Source: an optimization exercise on an open RTL-to-GDS flow (aim: small area and a short achievable clock period). Production flows keep margins and buffers that such runs may drop.
Only simulation tests tie the RTL to the original design; equivalence was not proved.
No driver is modelled on the clock port, so clock power and skew are understated where the tree is cut down; a real chip needs a root buffer or a tree.
Power is estimated from default activity; no workload was simulated.

==> flow/flow/run.sh <==
#!/bin/bash
# Layout flow: the standard ORFS flow with two changes.
#  - Synthesis is the standard flow's own synthesis script with only the ABC script
#    swapped for an area-oriented one (flow/abc_area.script); every other
#    step, including flip-flop mapping and register naming, is unchanged.
#  - Port buffers use the smallest buffer (buf_1).
# Each tool's full output goes to a log file in this folder and under
# orfs/logs as ORFS writes them.
set -euo pipefail
W=$(pwd)

cat > "$W/own_synth.tcl" <<EOF
proc abc {args} {
  set i [lsearch -exact \$args -script]
  if {\$i >= 0} { lset args [expr {\$i + 1}] $W/flow/abc_area.script }
  yosys abc {*}\$args
}
source $W/synth_recipe.tcl
EOF

sed "s#SYNTH_SCRIPT=[^ ]*#SYNTH_SCRIPT=$W/own_synth.tcl#" standard.sh > own_standard.sh
grep -q "SYNTH_SCRIPT=$W/own_synth.tcl" own_standard.sh

export BUFFER_PORTS_ARGS="-buffer_cell sky130_fd_sc_hd__buf_1"
# optimisation target only: ask timing repair for this much setup slack at
# the design's period, so it speeds up the input and output paths
if [[ -f flow/setup_margin ]]; then export SETUP_SLACK_MARGIN=$(cat flow/setup_margin); fi
if [[ -f flow/setup_moves ]]; then export SETUP_MOVE_SEQUENCE=$(cat flow/setup_moves); export SKIP_GATE_CLONING=1; fi
if [[ -f flow/clock_root_cell ]]; then
  export CLOCK_ROOT_CELL=$(cat flow/clock_root_cell)
  export POST_CTS_TCL=$W/flow/post_cts.tcl
fi
bash own_standard.sh finish > "$W/flow_make.log" 2>&1
==> flow/flow/abc_area.script <==
strash
&get -n
&deepsyn -J 100 -S 3 -T 100
&put
dch -f
&get -n
&dch -f
&nf -R 1000
&put
topo
==> flow/flow/clock_root_cell <==
sky130_fd_sc_hd__clkbuf_8
==> flow/flow/post_cts.tcl <==
# Runs at the end of ORFS's CTS step (POST_CTS_TCL).  CTS on sky130hd always
# builds a root buffer and two leaf buffers; for this design's 16 flip-flops
# one buffer is enough.  Every flip-flop clock pin moves to the root buffer's
# output net, the leaf buffers are removed and the root buffer is resized to
# a strength that keeps the clock-pin slew low.  All flip-flops keep the same
# clock path (one buffer), so no register's clock is skewed against another.
set block [ord::get_db_block]
set clk_net [[$block findBTerm clk] getNet]
set roots {}
foreach it [$clk_net getITerms] {
  if {[$it isInputSignal]} { lappend roots [$it getInst] }
}
if {[llength $roots] == 1} {
  set root [lindex $roots 0]
  set root_out [[$root findITerm X] getNet]
  set removed 0
  foreach it [$root_out getITerms] {
    set inst [$it getInst]
    if {$inst == $root} continue
    if {![string match *clkbuf* [[$inst getMaster] getName]]} continue
    set leaf_net [[$inst findITerm X] getNet]
    foreach sink [$leaf_net getITerms] {
      if {[$sink getInst] == $inst} continue
      $sink disconnect
      $sink connect $root_out
    }
    odb::dbInst_destroy $inst
    odb::dbNet_destroy $leaf_net
    incr removed
  }
  $root swapMaster [[ord::get_db] findMaster $::env(CLOCK_ROOT_CELL)]
  puts "post_cts: removed $removed clock buffers, root [$root getName] is $::env(CLOCK_ROOT_CELL)"
  detailed_placement
  check_placement -verbose
  estimate_parasitics -placement
  report_clock_skew
} else {
  puts "post_cts: clock port drives [llength $roots] cells, tree left as is"
}
==> flow/standard.sh <==
#!/bin/bash
# synth_recipe.tcl (not shown) runs the flow's synth.tcl, then flattens the netlist and writes it again
# the make line also repeats each setting of config.mk as NAME=value (left out here)
make -C /OpenROAD-flow-scripts/flow DESIGN_CONFIG=/design/flow/config.mk WORK_HOME=/design/flow/orfs CLKGATE_MAP_FILE= SYNTH_SCRIPT=/design/flow/synth_recipe.tcl "${@:-finish}"
==> flow/config.mk <==
export PLATFORM = sky130hd
export DESIGN_NAME = principal
export DESIGN_NICKNAME = principal
export VERILOG_FILES = /design/flow/design.v
export SDC_FILE = /design/flow/constraint.sdc
export NUM_CORES = 4
export LEC_CHECK = 0
export CAP_MARGIN = 20
export CORE_AREA = 4 4 76 76
export CTS_BUF_LIST = sky130_fd_sc_hd__clkbuf_4
export CTS_CLUSTER_DIAMETER = 100
export CTS_CLUSTER_SIZE = 30
export DIE_AREA = 0 0 80 80
export SLEW_MARGIN = 20
export SYNTH_HIERARCHICAL = 0
==> flow/constraint.sdc <==
create_clock -name core_clock -period 100.0 [get_ports {clk}]
set_input_delay 20.0000 -clock core_clock [delete_from_list [all_inputs] [get_ports {clk}]]
set_output_delay 20.0000 -clock core_clock [all_outputs]
set_load 0.01 [all_outputs]
==> flow/design.v <==
module divisor_frecuencia(
    input clk,
    input rst,
    input [6:0] teclas,
    output reg clk_out
    );
localparam [14:0] BASE = 15'd3780;
localparam [14:0] INV = 15'd0;
reg [14:0] cuenta_q;
wire [14:0] cuenta = cuenta_q ^ INV;
wire [6:0] lt;
wire c0 = ~cuenta[5];
wire c1 = ~cuenta[10];
wire c2 = c1 | c0;
wire c3 = ~cuenta[11];
wire c4 = c3 | c2;
wire c5 = ~cuenta[13];
wire c6 = c5 | c4;
wire c7 = ~cuenta[14];
wire c8 = c7 | c6;
wire c9 = ~cuenta[1];
wire c10 = ~cuenta[2];
wire c11 = c10 & c9;
wire c12 = ~cuenta[3];
wire c13 = c12 & c11;
wire c14 = ~cuenta[4];
wire c15 = c14 | c13;
wire c16 = c0 | c15;
wire c17 = ~cuenta[6];
wire c18 = c17 | c16;
wire c19 = ~cuenta[7];
wire c20 = c19 | c18;
wire c21 = ~cuenta[8];
wire c22 = c21 | c20;
wire c23 = ~cuenta[9];
wire c24 = c23 & c22;
wire c25 = c1 & c24;
wire c26 = c3 & c25;
wire c27 = c5 | c26;
wire c28 = c7 | c27;
wire c29 = c12 | c10;
wire c30 = c14 | c29;
wire c31 = c0 & c30;
wire c32 = c17 | c31;
wire c33 = c19 | c32;
wire c34 = c21 & c33;
wire c35 = c23 & c34;
wire c36 = c1 & c35;
wire c37 = c3 | c36;
wire c38 = ~cuenta[12];
wire c39 = c38 | c37;
wire c40 = c5 & c39;
wire c41 = c7 | c40;
wire c42 = c14 | c12;
wire c43 = c0 | c42;
wire c44 = c17 & c43;
wire c45 = c19 | c44;
wire c46 = c21 & c45;
wire c47 = c23 & c46;
wire c48 = c1 | c47;
wire c49 = c3 & c48;
wire c50 = c38 | c49;
wire c51 = c5 & c50;
wire c52 = c7 | c51;
wire c53 = c10 | c9;
wire c54 = c12 & c53;
wire c55 = c14 | c54;
wire c56 = c0 & c55;
wire c57 = c17 & c56;
wire c58 = c19 & c57;
wire c59 = c21 | c58;
wire c60 = c23 & c59;
wire c61 = c1 | c60;
wire c62 = c3 | c61;
wire c63 = c38 & c62;
wire c64 = c5 & c63;
wire c65 = c7 | c64;
wire c66 = c19 & c17;
wire c67 = c21 & c66;
wire c68 = c23 | c67;
wire c69 = c1 | c68;
wire c70 = c3 & c69;
wire c71 = c38 & c70;
wire c72 = c5 & c71;
wire c73 = c7 | c72;
wire c74 = c0 | c55;
wire c75 = c17 & c74;
wire c76 = c19 & c75;
wire c77 = c21 & c76;
wire c78 = c23 & c77;
wire c79 = c1 & c78;
wire c80 = c3 & c79;
wire c81 = c38 & c80;
wire c82 = c5 & c81;
wire c83 = c7 | c82;
assign lt[0] = c8;
assign lt[1] = c28;
assign lt[2] = c41;
assign lt[3] = c52;
assign lt[4] = c65;
assign lt[5] = c73;
assign lt[6] = c83;
wire tecla = |teclas;
wire debajo = |(teclas & lt);
wire [14:0] lleva;
assign lleva[0] = 1'b1;
genvar i;
generate for (i = 1; i < 15; i = i + 1) begin : g_lleva
    assign lleva[i] = lleva[i-1] & cuenta[i-1];
end endgenerate
wire sigue = ~rst & (~tecla | debajo);
always @(posedge clk) begin
    cuenta_q <= INV ^ (({15{sigue}} & (cuenta ^ ({15{tecla}} & lleva))) | ({15{~sigue}} & BASE));
    clk_out <= ~rst & tecla & (clk_out ^ ~debajo);
end
endmodule
`timescale 1ns / 1ps
module principal (
	input clk,
	input reset,
	input [6:0] teclas,
	output clk_out
	);
divisor_frecuencia divisor(.clk(clk), .rst(reset), .teclas(teclas), .clk_out(clk_out));
endmodule
==> summary.md, run 1 <==
| Metric | Value |
|---|---|
| Reg clk slew, reported paths | `110 ps` |
| Final min period | `21770 ps` |
| Area delta synth->final | `17.9%` |
| I/O Buffers | `9` |
| DRC Markers | `0` |
| ANT nets after route | `0` |
| Final Max Tran Viols | `0` |
| Routed vias | `749` |
| Final nets | `118` |
| CP Launch Type | `input port` |
| Setup violators final | `0` |
| First-pass GRT wire length | `2.82 mm` |
| Post-synth EDFFs | `0` |
| Power Density | `11.4 mW/mm^2` |
| Sequential-to-total area share from yosys stat | `0.423` |
| Setup TNS | `0 ps` |
| Worst setup margin | `78230 ps` |
| Largest area contributor in the netlist | `dfxtp_1` |
| Worst Setup End Kind | `flop` |
| Synth cell count leaders | `dfxtp_1, nor2_1, nand2_1, nor3_1, o21ai_0` |
| Static Leak | `0.276 nW` |
| Syn Nets | `106` |
| WL final | `1.76 mm` |
| Row Count | `25` |
| Die span in x | `80 um` |
| HPWL after detailed placement | `1.32 mm` |
| Pre-CTS setup slack | `78070 ps` |
| Worst path arrival time | `21830 ps` |
| F_max | `0.0459 GHz` |
| Synthesized cell area | `757 sq um` |
| Initial antenna violation count | `0` |
| Die Area | `0.00640 sq mm` |
| Top_reg_cell synth | `dfxtp_1` |
| Ranking of synthesized cells by area | `dfxtp_1, nor3_1, nor2_1` |
| DR iter-0 viols | `134` |
| Worst slew pin tran | `562 ps` |
| Number of synthesis warnings | `1` |
| Gpl congestion | `0.793` |
| Hold crit path type | `flop to flop` |
| Filler instances | `568` |
| Global Route Usage Sum | `0.0643` |
| DR pass1 iterations | `6` |
| Die Height | `80 um` |
| Initial Utilization | `0.155` |
| Worst-Skew Late Latency | `160 ps` |
| Synthesis-stage register bit count | `16` |
| Max-cap violation count | `0` |
| Vias/cell | `4.30` |
| Critical path data required time | `100060 ps` |
| RSZ-0062 raised after global routing | `no` |
| Ys async rst share | `0` |
| Ant diodes | `0` |
| Worst setup path category | `input port to flop` |
| Top-count cell post-synth | `dfxtp_1` |
| Max FO, Critical Path | `6` |
| DR WL/cell | `10.1 um` |
| Status | `complete, no violations` |
| Max_slew headroom | `0.625` |
| Final period util | `0.218` |
| Total grt overflow | `0` |
| Worst Skew | `2.04 ps` |
| Clock Sinks | `16` |
| Core area | `0.00488 sq mm` |
| Hold violation count in the final report | `0` |
| Synth top area share | `0.423` |
| Vias in the first global route | `632` |
| Netlist cell types | `24` |
| Cells after Synth | `96` |
| Largest net degree at the start of global routing | `18` |
| Worst VDD drop | `4.26 uV` |
| Share of cells above drive strength 1 | `0.00935` |
| Average size of a mapped cell | `7.89 sq um` |
| I/O pin count | `10` |
==> area by class of cell <==
cell class              count  area, sq um  area share
well taps                  67         83.8      0.0940
flip-flops and latches     16          320       0.359
clock inverters             1         3.75     0.00421
clock buffers               1         13.8      0.0154
multi-input cells          77          425       0.477
inverters                   3         11.3      0.0126
repair buffers              9         33.8      0.0379
==> routing by layer <==
metal	vias to the layer above	GRT usage	wire [um]
li1	374	-	-
met1	321	0.0889	803
met2	50	0.0919	701
met3	4	0.0237	227
met4	0	0.0186	29
met5	-	0	0
==> stage by stage <==
| step | hold slack, ps | instances | total power [mW] | cell area [sq um] | utilization |
|---|---|---|---|---|---|
| 5_1_grt | 538 | 174 | 0.0106 | 892 | 0.183 |
| 3_3_place_gp | 455 | 172 | 0.00751 | 875 | 0.179 |
| 2_1_floorplan | 436 | 96 | 0.00721 | 757 | - |
| 3_5_place_dp | 463 | 172 | 0.00753 | 875 | 0.179 |
| 6_report | 481 | 174 | 0.0102 | 892 | 0.183 |
==> sequential cells by signal (all words and copies together), names as in the netlist <==
name,count
divisor.cuenta_q,15
divisor.clk_out,1
==> placed cells by master (no fill, tap or decap), types with 2 or more instances in the layout <==
master | Yosys | routed
a211oi_1 | 2 | 2
a21oi_1 | 7 | 7
a31oi_1 | 2 | 2
and2_0 | 2 | 2
buf_1 | 0 | 9
clkinv_1 | 3 | 4
dfxtp_1 | 16 | 16
nand2_1 | 10 | 10
nand3_1 | 2 | 2
nor2_1 | 13 | 13
nor3_1 | 10 | 10
nor4_1 | 3 | 3
o211ai_1 | 3 | 3
o21ai_0 | 8 | 8
xnor2_1 | 5 | 5
==> worst paths after layout <==
kind | from | end | slack (ps) | cells past startpoint
worst min-delay path | divisor.cuenta_q[14]$_DFF_P_ | divisor.cuenta_q[14]$_DFF_P_ | 480 | 2
worst max register to register | divisor.cuenta_q[11]$_DFF_P_ | divisor.cuenta_q[10]$_DFF_P_ | 97530 | 10
worst max-delay path | teclas[2] | divisor.cuenta_q[13]$_DFF_P_ | 78230 | 11
worst min register to register | divisor.cuenta_q[14]$_DFF_P_ | divisor.cuenta_q[14]$_DFF_P_ | 480 | 2
==> logic make-up after synthesis <==
group                    Yosys count  share of synthesized area
AND/OR/NAND/NOR                   45                      0.281
AO/OA/AOI/OAI                     26                      0.207
flip-flops                        16                      0.423
XOR/XNOR                           5                     0.0578
buffers and inverters              3                     0.0149
adder cells (fa/ha/maj)            1                     0.0165
==> worst max-delay path, cell delays in order <==
cell and delay [ps]:
buf_1 170, nor3_1 110, nand2_1 150, and4_1 260, nand2_1 140, nor2_1 290, nand2_1 100, nor2_1 150
and2_0 260, xnor2_1 150, nor2_1 50
==> power breakdown <==
group,leakage (nW),switching [mW],internal [mW],total (mW)
clock,0.00876,0.00180,0.000984,0.00279
sequential,0.130,0.000160,0.00650,0.00666
combinational,0.138,0.000413,0.000313,0.000727
total,0.276,0.00238,0.00780,0.0102
==> run 2: changes to the inputs <==
--- a/flow/config.mk
+++ b/flow/config.mk
@@ -6,10 +6,11 @@
 export NUM_CORES = 4
 export LEC_CHECK = 0
 export CAP_MARGIN = 20
-export CORE_AREA = 4 4 76 76
+export CORE_AREA = 2.5 2.5 57.5 57.5
 export CTS_BUF_LIST = sky130_fd_sc_hd__clkbuf_4
 export CTS_CLUSTER_DIAMETER = 100
 export CTS_CLUSTER_SIZE = 30
-export DIE_AREA = 0 0 80 80
+export DIE_AREA = 0 0 60 60
+export PLACE_DENSITY = 0.85
 export SLEW_MARGIN = 20
 export SYNTH_HIERARCHICAL = 0
==> summary.md, run 2 <==
| Metric | Value |
|---|---|
| Vias/cell | `5.28` |
| I/O pin count | `10` |
| Power Density | `11.8 mW/mm^2` |
| Synth top area share | `0.423` |
| Ys async rst share | `0` |
| Die Height | `60 um` |
| Most frequent cells in the layout | `dfxtp_1, nor2_1, nor3_1, nand2_1, buf_1` |
| ANT nets after route | `0` |
| R2R Setup Slk | `97670 ps` |
| Number of cells on the worst hold path | `2` |
| Worst VDD drop | `3.98 uV` |
| Gpl congestion | `0.879` |
| Largest net degree at the start of global routing | `18` |
| Worst Skew | `2.95 ps` |
| Average size of a mapped cell | `7.89 sq um` |
| Biggest registers after layout | `divisor.cuenta_q: 15 flops, divisor.clk_out: 1 flops` |
| DRC Markers | `0` |
| Final period util | `0.218` |
| Worst reg2reg startpoint | `divisor.cuenta_q[11]$_DFF_P_` |
| Largest reg by FF count | `divisor.cuenta_q` |
| CP Launch Type | `input port` |
| Filler instances | `326` |
| Max FFs per register | `15` |
| Synthesis-stage register bit count | `16` |
| Multi-input logic area | `425 sq um` |
| Syn Nets | `106` |
| Share of cells above drive strength 1 | `0.00935` |
| Non-filler cells in the finished layout | `140` |
| WL final | `1.65 mm` |
| Ranking of synthesized cells by area | `dfxtp_1, nor3_1, nor2_1` |
| Synth cell count leaders | `dfxtp_1, nor2_1, nand2_1, nor3_1, o21ai_0` |
| Worst path arrival time | `21800 ps` |
| Core area | `0.00298 sq mm` |
| Top_reg_cell synth | `dfxtp_1` |
| Largest area contributor in the netlist | `dfxtp_1` |
| Worst-case reg-to-reg path depth | `10` |
| HP Start | `divisor.cuenta_q[14]$_DFF_P_` |
| F_max | `0.0460 GHz` |
| Hold crit path type | `flop to flop` |
| Final Util | `0.285` |
| Final Max Tran Viols | `0` |
| Clock Sinks | `16` |
| Final min period | `21750 ps` |
| First-pass GRT wire length | `2.44 mm` |
| Final nets | `118` |
| Area delta synth->final | `12.2%` |
| RSZ-0062 raised after global routing | `no` |
| Netlist cell types | `24` |
| DR WL/cell | `11.8 um` |
| Worst Setup End Kind | `flop` |
| DR pass1 iterations | `4` |
| I/O Buffers | `9` |
| DR iter-0 viols | `93` |
| Die span in x | `60 um` |
| Worst setup path category | `input port to flop` |
| Hold violation count in the final report | `0` |
| Inst Count DP | `138` |
| Status | `complete, no violations` |
| Static Leak | `0.276 nW` |
| Sequential-to-total area share from yosys stat | `0.423` |
| Die Area | `0.00360 sq mm` |
| Critical path data required time | `100050 ps` |
| Max_slew headroom | `0.681` |
| Cells after Synth | `96` |
| Worst slew pin tran | `479 ps` |
| Max-cap violation count | `0` |
| Setup TNS | `0 ps` |
| Number of synthesis warnings | `1` |
| Top-count cell post-synth | `dfxtp_1` |
| Reg clk slew, reported paths | `100 ps` |
| Total grt overflow | `0` |
| Cell area after layout | `850 sq um` |
| Row Count | `20` |
| Worst-Skew Late Latency | `160 ps` |
| Vias in the first global route | `595` |
| Synthesized cell area | `757 sq um` |
| Global Route Usage Sum | `0.107` |
| Post-DP Area | `832 sq um` |
| Initial Utilization | `0.254` |
| Post-synth EDFFs | `0` |
| Ant diodes | `0` |
| Max FO, Critical Path | `6` |
| Min-Delay Endpoint | `divisor.cuenta_q[14]$_DFF_P_` |
| Routed vias | `739` |
| HPWL after detailed placement | `1.21 mm` |
| Overall Power | `0.0100 mW` |
| Worst reg2reg path endpoint | `divisor.cuenta_q[2]$_DFF_P_` |
| Initial antenna violation count | `0` |
| Leading cell type in the layout, fill and taps excluded | `dfxtp_1` |
| Setup violators final | `0` |
| Sequential cell area | `320 sq um` |
==> run 2: per-layer routing <==
metal	vias to the layer above	track usage	routed length (um)
met5	-	0	0
met4	0	0.0540	41
met3	4	0.0238	81
met2	29	0.175	765
met1	331	0.131	764
li1	375	-	-
==> run 2: kinds of logic (layout without fill, tap and decap cells) <==
| group | Yosys count | after routing | synth area share |
|---|---|---|---|
| simple gates | 45 | 45 | 0.281 |
| flops | 16 | 16 | 0.423 |
| buf+inv | 3 | 14 | 0.0149 |
| compound gates | 26 | 26 | 0.207 |
| fa+ha+maj | 1 | 1 | 0.0165 |
| xor+xnor | 5 | 5 | 0.0578 |
==> run 2: power breakdown <==
part	leakage (nW)	internal, mW	switching [mW]
registers	0.130	0.00650	0.000159
logic	0.138	0.000312	0.000409
clock network	0.00876	0.000980	0.00166
==> run 2: per-stage QoR <==
step	setup WS (ps)	hold WS, ps
detailed placement	78070	472
finish	78250	506
global route	78020	552
global placement	78130	466
floorplan	78440	436
==> run 2: how the worst max path moves through the flow <==
stage | start | to | slack (ps) | cells past startpoint
5_1_grt | teclas[2] | divisor.cuenta_q[13]$_DFF_P_ | 78020 | 11
2_1_floorplan | teclas[5] | divisor.cuenta_q[14]$_DFF_P_ | 78440 | 10
6_report | teclas[2] | divisor.cuenta_q[13]$_DFF_P_ | 78250 | 11
3_3_place_gp | teclas[2] | divisor.cuenta_q[13]$_DFF_P_ | 78130 | 11
3_5_place_dp | teclas[2] | divisor.cuenta_q[13]$_DFF_P_ | 78070 | 11
==> run 2: cell type report <==
| cell class | instances | area share |
|---|---|---|
| clock buffers | 1 | 0.0162 |
| flip-flops and latches | 16 | 0.377 |
| inverters | 3 | 0.0133 |
| repair buffers | 9 | 0.0398 |
| clock inverters | 1 | 0.00442 |
| multi-input cells | 77 | 0.501 |
| well taps | 33 | 0.0486 |
==> run 2: critical path, stage by stage <==
cell and delay, ps:
buf_1 160, nor3_1 100, nand2_1 150, and4_1 280, nand2_1 150, nor2_1 260, nand2_1 90, nor2_1 190
and2_0 240, xnor2_1 140, nor2_1 50
==> run 3: changes to the inputs <==
==> flow/flow/run.sh (replaced) <==
#!/bin/bash
# Layout flow: the standard ORFS flow (standard.sh) with three changes.
#  - Synthesis is the standard flow's own synthesis script (synth_recipe.tcl) with only the
#    ABC script swapped for an area-oriented one (flow/abc_area.script).  Every
#    other step, including flip-flop mapping and register naming, is unchanged.
#  - Port buffers use the smallest buffer, buf_1 (every port still gets one).
#  - After CTS, the clock tree is collapsed to a single clkbuf_8 that drives
#    all 16 flip-flops (flow/post_cts.tcl, run through ORFS's POST_CTS_TCL).
# Each tool's full output goes to flow_make.log in this folder and to the
# per-step logs ORFS writes under orfs/logs.
set -euo pipefail
W=$(pwd)

cat > "$W/own_synth.tcl" <<EOF
proc abc {args} {
  set i [lsearch -exact \$args -script]
  if {\$i >= 0} { lset args [expr {\$i + 1}] $W/flow/abc_area.script }
  yosys abc {*}\$args
}
source $W/synth_recipe.tcl
EOF

sed "s#SYNTH_SCRIPT=[^ ]*#SYNTH_SCRIPT=$W/own_synth.tcl#" standard.sh > own_standard.sh
grep -q "SYNTH_SCRIPT=$W/own_synth.tcl" own_standard.sh

export BUFFER_PORTS_ARGS="-buffer_cell sky130_fd_sc_hd__buf_1"
export CLOCK_ROOT_CELL=sky130_fd_sc_hd__clkbuf_8
export POST_CTS_TCL=$W/flow/post_cts.tcl
bash own_standard.sh finish > "$W/flow_make.log" 2>&1
--- a/flow/config.mk
+++ b/flow/config.mk
@@ -6,11 +6,10 @@
 export NUM_CORES = 4
 export LEC_CHECK = 0
 export CAP_MARGIN = 20
-export CORE_AREA = 2.5 2.5 57.5 57.5
+export CORE_AREA = 4 4 76 76
 export CTS_BUF_LIST = sky130_fd_sc_hd__clkbuf_4
 export CTS_CLUSTER_DIAMETER = 100
 export CTS_CLUSTER_SIZE = 30
-export DIE_AREA = 0 0 60 60
-export PLACE_DENSITY = 0.85
+export DIE_AREA = 0 0 80 80
 export SLEW_MARGIN = 20
 export SYNTH_HIERARCHICAL = 0
removed: flow/flow/clock_root_cell
==> summary.md, run 3 <==
| Metric | Value |
|---|---|
| Status | `complete, no violations` |
| Die span in x | `80 um` |
| Post-DP Area | `875 sq um` |
| Ys async rst share | `0` |
| Gpl congestion | `0.793` |
| Die Height | `80 um` |
| Worst reg2reg startpoint | `divisor.cuenta_q[11]$_DFF_P_` |
| Largest reg by FF count | `divisor.cuenta_q` |
| Average size of a mapped cell | `7.89 sq um` |
| Worst reg2reg path endpoint | `divisor.cuenta_q[10]$_DFF_P_` |
| Max stage delay on crit path | `290 ps` |
| HP Start | `divisor.cuenta_q[14]$_DFF_P_` |
| Leading cell type in the layout, fill and taps excluded | `dfxtp_1` |
| Ranking of synthesized cells by area | `dfxtp_1, nor3_1, nor2_1` |
| Clock Sinks | `16` |
| Vias/cell | `4.30` |
| Reg clk slew, reported paths | `110 ps` |
| Initial antenna violation count | `0` |
| Number of cells on the worst hold path | `2` |
| Final Max Tran Viols | `0` |
| DR iter-0 viols | `134` |
| Number of synthesis warnings | `1` |
| Critical-path top delay cell | `nor2_1` |
| Worst slew pin tran | `562 ps` |
| Setup violators final | `0` |
| Multi-input logic area | `425 sq um` |
| Initial Utilization | `0.155` |
| Final min period | `21770 ps` |
| R2R Setup Slk | `97530 ps` |
| Post-synth EDFFs | `0` |
| Synth cell count leaders | `dfxtp_1, nor2_1, nand2_1, nor3_1, o21ai_0` |
| Worst setup path category | `input port to flop` |
| Area delta synth->final | `17.9%` |
| RSZ-0062 raised after global routing | `no` |
| Share of cells above drive strength 1 | `0.00935` |
| DR pass1 iterations | `6` |
| Worst-Skew Late Latency | `160 ps` |
| Worst VDD drop | `4.26 uV` |
| Static Leak | `0.276 nW` |
| Cell area after layout | `892 sq um` |
| Biggest registers after layout | `divisor.cuenta_q: 15 flops, divisor.clk_out: 1 flops` |
| HPWL after detailed placement | `1.32 mm` |
| Total grt overflow | `0` |
| CP top delay family | `simple AND/OR/NAND/NOR gates` |
| Routed vias | `749` |
| Hold violation count in the final report | `0` |
| Top-count cell post-synth | `dfxtp_1` |
| CP Launch Type | `input port` |
| Global Route Usage Sum | `0.0643` |
| Worst path arrival time | `21830 ps` |
| I/O Buffers | `9` |
| Synthesized cell area | `757 sq um` |
| Overall Power | `0.0102 mW` |
| Setup TNS | `0 ps` |
| Largest area contributor in the netlist | `dfxtp_1` |
| Hold crit path type | `flop to flop` |
| CP bufs+invs | `1` |
| Row Count | `25` |
| Top_reg_cell synth | `dfxtp_1` |
| Largest net degree at the start of global routing | `18` |
| Max-cap violation count | `0` |
| DR WL/cell | `10.1 um` |
| ANT nets after route | `0` |
| Worst Skew | `2.04 ps` |
| Die Area | `0.00640 sq mm` |
| First-pass GRT wire length | `2.82 mm` |
| DRC Markers | `0` |
| Worst Setup End Kind | `flop` |
| Filler instances | `568` |
| Worst-path cell chain | `buf_1 -> nor3_1 -> nand2_1 -> and4_1 -> nand2_1 -> nor2_1 -> nand2_1 -> nor2_1 -> and2_0 -> xnor2_1 -> nor2_1` |
| Power Density | `11.4 mW/mm^2` |
| Sequential cell area | `320 sq um` |
| Netlist cell types | `24` |
| Syn Nets | `106` |
| Max FFs per register | `15` |
| Synthesis-stage register bit count | `16` |
| Max_slew headroom | `0.625` |
| Critical path data required time | `100060 ps` |
| Vias in the first global route | `632` |
| Core area | `0.00488 sq mm` |
| Worst-case reg-to-reg path depth | `10` |
| Final nets | `118` |
| Cells after Synth | `96` |
| Max FO, Critical Path | `6` |
| Min-Delay Endpoint | `divisor.cuenta_q[14]$_DFF_P_` |
| F_max | `0.0459 GHz` |
| Most frequent cells in the layout | `dfxtp_1, nor2_1, nor3_1, nand2_1, buf_1` |
| Final period util | `0.218` |
| I/O pin count | `10` |
| WL final | `1.76 mm` |
| Sequential-to-total area share from yosys stat | `0.423` |
| Min Hold Slack | `481 ps` |
| Synth top area share | `0.423` |
| Ant diodes | `0` |
[run 3: cell counts in the layout (fill, tap and decap cells not counted)]
No cell type changed its count.
[run 3: how the worst max path moves through the flow]
| stage | from | cells after the start | to | slack, ps |
|---|---|---|---|---|
| after floorplan | teclas[5] | 10 | divisor.cuenta_q[14]$_DFF_P_ | 78440 |
| final | teclas[2] | 11 | divisor.cuenta_q[13]$_DFF_P_ | 78230 |
| after global routing | teclas[5] | 11 | divisor.cuenta_q[14]$_DFF_P_ | 77990 |
| after global placement | teclas[5] | 11 | divisor.cuenta_q[14]$_DFF_P_ | 78130 |
| after detailed placement | teclas[2] | 11 | divisor.cuenta_q[13]$_DFF_P_ | 78070 |
[run 3: final cells by class]
type / count / area share
Timing Repair Buffer: 9 / 0.0379
Multi-Input combinational cell: 77 / 0.477
Clock inverter: 1 / 0.00421
Clock buffer: 1 / 0.0154
Tap cell: 67 / 0.0940
Inverter: 3 / 0.0126
Sequential cell: 16 / 0.359
[run 3: cell families after synthesis]
logic type | synth area share
AO/OA/AOI/OAI | 0.207
AND/OR/NAND/NOR | 0.281
adder cells (fa/ha/maj) | 0.0165
XOR/XNOR | 0.0578
flip-flops | 0.423
buffers and inverters | 0.0149
[run 3: where the power goes]
group / leakage (nW) / internal (mW) / switching, mW
sequential: 0.130 / 0.00650 / 0.000160
combinational: 0.138 / 0.000313 / 0.000413
clock: 0.00876 / 0.000984 / 0.00180
[run 3: metrics by stage]
| step | utilization | std cells | setup WS (ps) |
|---|---|---|---|
| floorplan | - | 96 | 78440 |
| global placement | 0.179 | 172 | 78130 |
| detailed placement | 0.179 | 172 | 78070 |
| global route | 0.183 | 174 | 77990 |
| finish | 0.183 | 174 | 78230 |
[run 3: metal layers]
| metal | GRT usage | up-vias | share of wire |
|---|---|---|---|
| met5 | 0 | - | 0 |
| met4 | 0.0186 | 0 | 0.016 |
| met3 | 0.0237 | 4 | 0.13 |
| met2 | 0.0919 | 50 | 0.40 |
| met1 | 0.0889 | 321 | 0.46 |
| li1 | - | 374 | - |
[run 3: tightest hold or removal path: stages, from the launching register on]
cell	delay, ps
dfxtp_1	340
a21oi_1	40
nor2_1	70

-- static timing again, ports no longer ideal --
The flow's constraints put no driver on any port. The routed layouts listed below were extracted and timed again, unchanged, in two steps.
Step 1 sets driving cells, clkbuf_16 on the clock port and buf_2 on the other inputs (assumed; they add their load-dependent delay and slew).
Step 2 adds t to the input delays and takes it off the output delays; t is the mean of the earliest and latest rising clock arrival at the registers after step 1. Input paths then give back, and output paths get back, about the clock's delay inside the block.
Three values: ideal, step 1, step 2; two values: the first two.
run | t (ns) | setup WS [ns] | worst setup path after step 2 | slew at the worst register clock pin (ns) | pins driven straight from the clock port
run 1 | 0.188 | 78.228 / 78.232 / 78.044 | input to register | 0.11 / 0.11 | 1
run 2 | 0.180 | 78.248 / 78.247 / 78.067 | input to register | 0.10 / 0.10 | 1
run 3 | 0.188 | 78.228 / 78.232 / 78.044 | input to register | 0.11 / 0.11 | 1
After both steps setup and hold are still met in every run listed.
